Background: an optimization exercise with open tools, aiming at small area. Do not read the settings as production practice.
The RTL of this run was laid out without a check of its function.

[design.v]
module Debounce(
	input i_in,
	input i_clk,
	input i_rst,
	output o_debounced,
	output o_neg,
	output o_pos
);
	parameter CNT_N = 7;
	localparam CNT_BIT = $clog2(CNT_N+1);
	logic o_debounced_r, o_debounced_w;
	logic [CNT_BIT-1:0] counter_r, counter_w;
	logic neg_r, neg_w, pos_r, pos_w;
	assign o_debounced = o_debounced_r;
	assign o_pos = pos_r;
	assign o_neg = neg_r;
	always_comb begin
		pos_w = ~o_debounced_r &  o_debounced_w;
		neg_w =  o_debounced_r & ~o_debounced_w;
		if (i_in != o_debounced_r) begin
			counter_w = counter_r - 1;
		end else begin
			counter_w = CNT_N;
		end
		if (counter_r == 0) begin
			o_debounced_w = ~o_debounced_r;
		end else begin
			o_debounced_w = o_debounced_r;
		end
	end
	always_ff @(posedge i_clk) begin
		if (i_rst) begin
			o_debounced_r <= 1'b1;
			counter_r <= CNT_N;
			neg_r <= 1'b0;
			pos_r <= 1'b0;
		end else begin
			o_debounced_r <= o_debounced_w;
			counter_r <= counter_w;
			neg_r <= neg_w;
			pos_r <= pos_w;
		end
	end
endmodule
module SevenHexDecoder(
	input [6:0] i_hex,
	output logic [6:0] o_seven_hun,
	output logic [6:0] o_seven_ten,
	output logic [6:0] o_seven_one
);
	parameter D0 = 7'b1000000;
	parameter D1 = 7'b1111001;
	parameter D2 = 7'b0100100;
	parameter D3 = 7'b0110000;
	parameter D4 = 7'b0011001;
	parameter D5 = 7'b0010010;
	parameter D6 = 7'b0000010;
	parameter D7 = 7'b1011000;
	parameter D8 = 7'b0000000;
	parameter D9 = 7'b0010000;
	parameter DX = 7'b1111111;
	always_comb begin
		if (i_hex >= 100) begin
			case(i_hex / 100)
				0: o_seven_hun = D0;
				1: o_seven_hun = D1;
				2: o_seven_hun = D2;
				3: o_seven_hun = D3;
				4: o_seven_hun = D4;
				5: o_seven_hun = D5;
				6: o_seven_hun = D6;
				7: o_seven_hun = D7;
				8: o_seven_hun = D8;
				9: o_seven_hun = D9;
				default: o_seven_hun = DX;
			endcase
		end
		else o_seven_hun = DX;
		if (i_hex >= 10) begin
			case(i_hex / 10 % 10)
				0: o_seven_ten = D0;
				1: o_seven_ten = D1;
				2: o_seven_ten = D2;
				3: o_seven_ten = D3;
				4: o_seven_ten = D4;
				5: o_seven_ten = D5;
				6: o_seven_ten = D6;
				7: o_seven_ten = D7;
				8: o_seven_ten = D8;
				9: o_seven_ten = D9;
				default: o_seven_ten = DX;
			endcase
		end
		else o_seven_ten = DX;
		case(i_hex % 10)
			0: o_seven_one = D0;
			1: o_seven_one = D1;
			2: o_seven_one = D2;
			3: o_seven_one = D3;
			4: o_seven_one = D4;
			5: o_seven_one = D5;
			6: o_seven_one = D6;
			7: o_seven_one = D7;
			8: o_seven_one = D8;
			9: o_seven_one = D9;
			default: o_seven_one = DX;
		endcase
	end
endmodule
module Top(
	input i_clk,
	input i_rst,
	input i_start,
	input [17:0] i_sw,
	output reg [6:0] o_random_out
);
	parameter SHOW_NUM = 15;
	parameter DELAY0 = 34;
	parameter DELAY1 = 131;
	parameter DELAY2 = 242;
	parameter DELAY3 = 297;
	parameter DELAY4 = 372;
	reg[3:0] run_num;
	reg sw;
	reg[31:0] rdm, counter_total, counter, delay;
	always @(posedge i_clk) begin
		if (i_rst)
			sw <= 0;
		else if (i_start)
			sw <= ~sw;
	end
	always @(posedge i_clk) begin
		if (i_rst) begin
			counter_total <= 0;
			run_num <= 0;
			counter <= 0;
			rdm <= 0;
			delay <= 0;
		end
		else begin
		counter_total <= counter_total + 1;
		if (sw == 1) begin
			if (run_num < SHOW_NUM) begin
				if (counter < delay) begin
					counter <= counter + 1;
				end
				else begin
					rdm <= (48271 * counter_total + 22695433 * rdm + 48271 * delay) % 32'hFFFFFFFF;
					run_num <= run_num + 1;
					counter <= 0;
				end
			end
			if (run_num<5) begin
				delay <= DELAY0;
			end
			else if(run_num<9) begin
				delay <= DELAY1;
			end
			else if(run_num<12) begin
				delay <= DELAY2;
			end
			else if(run_num<14) begin
				delay <= DELAY3;
			end
			else begin
				delay <= DELAY4;
			end
		end
		else begin
			run_num <= 0;
			counter <= 0;
		end
		end
	end
	always @(*) begin
		if (sw == 1) begin
			if (run_num == SHOW_NUM && i_sw[17])
				o_random_out = i_sw[16:10];
			else begin
				if(i_sw[6:0] == 0)
					o_random_out = rdm % 128 + 1;
				else 
					o_random_out = (rdm % i_sw[6:0]) + 1;
			end
		end
		else begin
			o_random_out = 0;
		end
	end
endmodule
module Lab1(
	input CLOCK_50,
	input RST,
	input KEY0,
	input [17:0] SW,
	output [6:0] HEX0,
	output [6:0] HEX1,
	output [6:0] HEX2
);
	logic keydown;
	logic [6:0] random_value;
	Debounce deb0(
		.i_in(KEY0),
		.i_clk(CLOCK_50),
		.i_rst(RST),
		.o_neg(keydown)
	);
	Top top0(
		.i_clk(CLOCK_50),
		.i_rst(RST),
		.i_start(keydown),
		.i_sw(SW),
		.o_random_out(random_value)
	);
	SevenHexDecoder seven_dec0(
		.i_hex(random_value),
		.o_seven_hun(HEX2),
		.o_seven_ten(HEX1),
		.o_seven_one(HEX0)
	);
endmodule
[run.sh]
#!/bin/bash
# synth_recipe.tcl (not shown) runs the flow's synth.tcl, then flattens the netlist and writes it again
# the make line also repeats each setting of config.mk as NAME=value (left out here)
make -C /OpenROAD-flow-scripts/flow DESIGN_CONFIG=/design/flow/config.mk WORK_HOME=/design/flow/orfs CLKGATE_MAP_FILE= SYNTH_SCRIPT=/design/flow/synth_recipe.tcl finish
[config.mk]
export PLATFORM = sky130hd
export DESIGN_NAME = Lab1
export DESIGN_NICKNAME = Lab1
export VERILOG_FILES = /design/flow/design.v
export SDC_FILE = /design/flow/constraint.sdc
export NUM_CORES = 4
export LEC_CHECK = 0
export CAP_MARGIN = 20
export CORE_MARGIN = 2
export CORE_UTILIZATION = 40
export SLEW_MARGIN = 20
[constraint.sdc]
create_clock -name core_clock -period 160.0 [get_ports {CLOCK_50}]
set_input_delay 32.0000 -clock core_clock [delete_from_list [all_inputs] [get_ports {CLOCK_50}]]
set_output_delay 32.0000 -clock core_clock [all_outputs]
set_load 0.01 [all_outputs]
==> impl_metrics.toml <==
[sta]
timing.fmax_mhz = 6.57
relSlewSlack_pct = 25.9
period_needed_ns = 152.19
post-route-period-util_pct = 95.1
setup-violations-final = 0
drv_slew = 0
setup_slack_ns = 7.81
worst_margin_slew_ns = 1.10
timing.final.hold_violations = 0
total_negative_setup_slacks_ns = 0
skew_ns = 0.0187

[global_route]
grt_max_degree = 78
grt_pass1_vias = 39200
wire_length_of_the_first_global_routing_pass_mm = 210
use_met1_pct = 31.1
global_route.peak_usage_layer = "met2"
gr-usage-met2_pct = 36.8
grt.overflow.total = 0
antenna_found_initial = 1
grt_util_met3_pct = 1.47
groute.usage.overall_pct = 22.0

[worst_setup_path]
crit_path_end_kind = "output pin"
critical-path-top-cell-by-count = "sky130_fd_sc_hd__o21a_1"
critical_path.max_stage_delay_ns = 0.67
timing.critical_path.max_delay_family = "compound AO/OA/AOI/OAI gates"
worst_r2r_startpoint = "top0.delay[5]"
worst_ep_arrival_time_ns = 120.19
r2r_slack_ns = 148.48
critical_path.max_fanout = 22
worstSetupStartpoint = "SW[6]"
crit_path_start_kind = "input port"
reg2reg_to = "top0.rdm[7]"
path_class = "in -> out"
timing.critical_path.slowest_stage_cell = "sky130_fd_sc_hd__or4_4"
worst_r2r_path_depth = 49
cp.required_ns = 128.00
timing.critical_path.buf_inv = 22

[clock_network]
worst_skew_pair.late_latency_ns = 0.45
hold_buffers = 0
cts_made_buffers = 17
cts_max_level = 4
clock-root-buffer = "sky130_fd_sc_hd__clkbuf_16"
total_number_of_clock_tree_sinks = 114
cts-root-to-sink-buffers = 2
tritoncts = "built"
path_clk_slew_ns = 0.06

[logic_synthesis]
postSynthRegisterBits = 114
synth_seq_area_share_pct = 5.08
postSynth.topFlopCell = "sky130_fd_sc_hd__dfxtp_1"
avgSynthCellArea_sq_um = 7.99
synth-async-reset-ratio_pct = 0
synth_cells = 5621
ys_types = 140
syn_area_sq_mm = 0.0449
synthesis.yosys.warnings = 3
number_of_synthesized_flops_with_an_enable_pin = 0

[floorplan]
core.rowCount = 122
coreArea_sq_mm = 0.111
chipWidth_um = 339
top_level_ports = 42
die_area_sq_mm = 0.115
die-height_um = 339
starting_density_pct = 40.4

[min_path]
min_path_cells = 1
min_to = "deb0.counter_r[0]"
hp-start = "deb0.counter_r[0]"
hold_path.class = "reg -> reg"

[drt]
dr.first_iter.drc_count = 2651
drt_drc_violations_left = 0
final_antenna_violating_net_count = 0
route.detailed.vias_per_inst = 5.61
route.detailed.wl_per_inst_um = 17.8
vias = 40000
detail_route.wirelength_mm = 127
detailedRoute.firstPassIterationCount = 5

[finish]
regArea_sq_mm = 0.00228
n_fill_cell = 11200
area_growth_syn_to_layout_pct = 6.92
finished_layout_cells = 7131
area_of_the_multi_input_gates_sq_mm = 0.0392
post_route_cells_drive_above_1_share_pct = 6.73
design.final.nets = 6711
n_antenna_cell = 0

[place]
dp_slack_ns = 1.90
dp.final_hpwl_mm = 106
placedCellCount = 7079
finalWeightedCongestion = 0.914
io_buffers = 33

[run]
timing.max_cap.violations = 0

[status]
run_status = "finished clean"
-- final cells by class --
| class | count | share of cell area (%) |
|---|---|---|
| Multi-Input combinational cell | 4558 | 81.7 |
| Clock buffer | 18 | 0.915 |
| Timing Repair Buffer | 123 | 2.10 |
| Clock inverter | 14 | 0.300 |
| Tap cell | 1488 | 3.88 |
| Inverter | 816 | 6.39 |
| Sequential cell | 114 | 4.76 |
-- repair_timing --
item	in CTS	in global routing
resized for setup	0	61
buffers inserted	0	18
endpoints found under the setup margin	0	16
-- flip-flops by register name (all words and copies together), names as in the netlist --
register	count
top0.counter	32
top0.rdm	32
deb0.neg_r	1
top0.delay	8
top0.counter_total	32
deb0.o_debounced_r	1
top0.sw	1
deb0.counter_r	3
top0.run_num	4
-- worst register-to-register path, delay by kind of cell (launching register included) --
| kind | cells | cell delay, ns |
|---|---|---|
| xor+xnor | 1 | 0.11 |
| compound gates | 27 | 4.42 |
| flops | 1 | 0.70 |
| fa+ha+maj | 10 | 4.25 |
| buf+inv | 7 | 0.93 |
| simple gates | 4 | 1.01 |
-- routing by layer --
layer / part of all wire (%) / vias to the layer above
li1: - / 19700
met1: 49 / 19300
met2: 46 / 788
met3: 3.3 / 124
met4: 1.8 / 2
met5: 0.0071 / -
-- synth_stat cells (all sizes together), types with 59 or more instances --
cell | count | area share, %
dfxtp | 114 | 5.1
clkbuf | 83 | 0.70
nand4 | 63 | 0.94
and2 | 59 | 0.83
inv | 816 | 6.8
nand2 | 364 | 3.0
a21o | 69 | 1.2
xnor2 | 240 | 4.7
ha | 632 | 18
o21a | 158 | 2.6
a21oi | 238 | 2.7
nor2 | 468 | 3.9
o21ai | 198 | 2.3
a31oi | 60 | 0.90
nand2b | 63 | 0.88
o31ai | 84 | 1.5
nor3 | 221 | 2.6
fa | 428 | 19
xor2 | 87 | 1.7
nand3 | 148 | 1.8
-- worst max path at each step --
| stage | endpoint | slack (ns) | depth (start not counted) |
|---|---|---|---|
| 5_1_grt | HEX0[0] | -0.23 | 418 |
| 3_5_place_dp | HEX0[0] | 1.90 | 411 |
| 6_report | HEX0[0] | 7.81 | 411 |
| 4_1_cts | HEX0[0] | 1.50 | 411 |
| 2_1_floorplan | HEX0[0] | 12.92 | 437 |
| 3_3_place_gp | HEX0[0] | 2.81 | 406 |
-- metrics by stage --
stage               hold WS [ns]  cell area (sq um)  util [%]
floorplan                  0.358              44900         -
global placement           0.366              47000      42.4
detailed placement         0.369              47000      42.4
CTS                        0.385              47600      42.9
global route               0.389              48000      43.2
finish                     0.385              48000      43.2
-- kinds of logic (layout without fill, tap and decap cells) --
family	after synthesis	in the layout	synth area share (%)
flip-flops	114	114	5.08
multiplexers	106	106	2.56
other	1	5	0.00835
adder cells (fa/ha/maj)	1063	1063	36.8
buffers and inverters	954	971	8.21
XOR/XNOR	327	327	6.40
AO/OA/AOI/OAI	1273	1274	20.4
AND/OR/NAND/NOR	1783	1783	20.6
-- layout by cell type (no fill, tap or decap), types with 26 or more instances in the layout --
cell and n:
sky130_fd_sc_hd__o211ai_1 45, sky130_fd_sc_hd__o21ai_0 148, sky130_fd_sc_hd__ha_1 632, sky130_fd_sc_hd__nor2_1 455, sky130_fd_sc_hd__mux2_2 50, sky130_fd_sc_hd__o21ai_1 46
sky130_fd_sc_hd__buf_4 89, sky130_fd_sc_hd__or3_1 42, sky130_fd_sc_hd__xor2_1 86, sky130_fd_sc_hd__o21bai_1 35, sky130_fd_sc_hd__nand2b_1 63, sky130_fd_sc_hd__nor4_1 45
sky130_fd_sc_hd__a211oi_1 48, sky130_fd_sc_hd__a31oi_1 57, sky130_fd_sc_hd__nor3_1 208, sky130_fd_sc_hd__inv_1 813, sky130_fd_sc_hd__or2_2 39, sky130_fd_sc_hd__nor2b_1 53
sky130_fd_sc_hd__nand2_1 361, sky130_fd_sc_hd__a211o_1 26, sky130_fd_sc_hd__and2_1 55, sky130_fd_sc_hd__fa_1 428, sky130_fd_sc_hd__and3_1 55, sky130_fd_sc_hd__o31ai_1 80
sky130_fd_sc_hd__a21o_1 69, sky130_fd_sc_hd__a21oi_1 223, sky130_fd_sc_hd__dfxtp_1 114, sky130_fd_sc_hd__mux2i_1 48, sky130_fd_sc_hd__nand3_1 138, sky130_fd_sc_hd__xnor2_1 240
sky130_fd_sc_hd__nand4_1 60, sky130_fd_sc_hd__or4_1 26, sky130_fd_sc_hd__o21a_1 158, sky130_fd_sc_hd__clkdlybuf4s50_1 31

==> port drivers added, routing unchanged <==
The results above use ideal ports. As a check the final layout listed here was re-extracted and re-timed, cells and wires unchanged. Step 1 (the two cells are an assumption about what drives the block):
set clk [get_ports {CLOCK_50}]
set_driving_cell -lib_cell sky130_fd_sc_hd__clkbuf_16 $clk
set_driving_cell -lib_cell sky130_fd_sc_hd__buf_2 [delete_from_list [all_inputs] $clk]
Step 2 moves the port delays by t, midway between the first and last clock arrival at a register: inputs arrive t later, outputs are due t later. That takes back most of the time a late clock gives input paths. Three values: no drivers, after step 1, after step 2; two values: the first two.
t (ns): 0.504
setup WS [ns]: 7.815 / 7.779 / 7.779
hold WS [ns]: 0.385 / 0.385 / 0.385
worst register clock-pin slew, ns: 0.06 / 0.06
worst data-port slew with drivers (ns): 0.12
After both steps this run still meets setup and hold. The setup slack of this run moves by -0.036 ns with the drivers and by -0.036 ns with both steps.
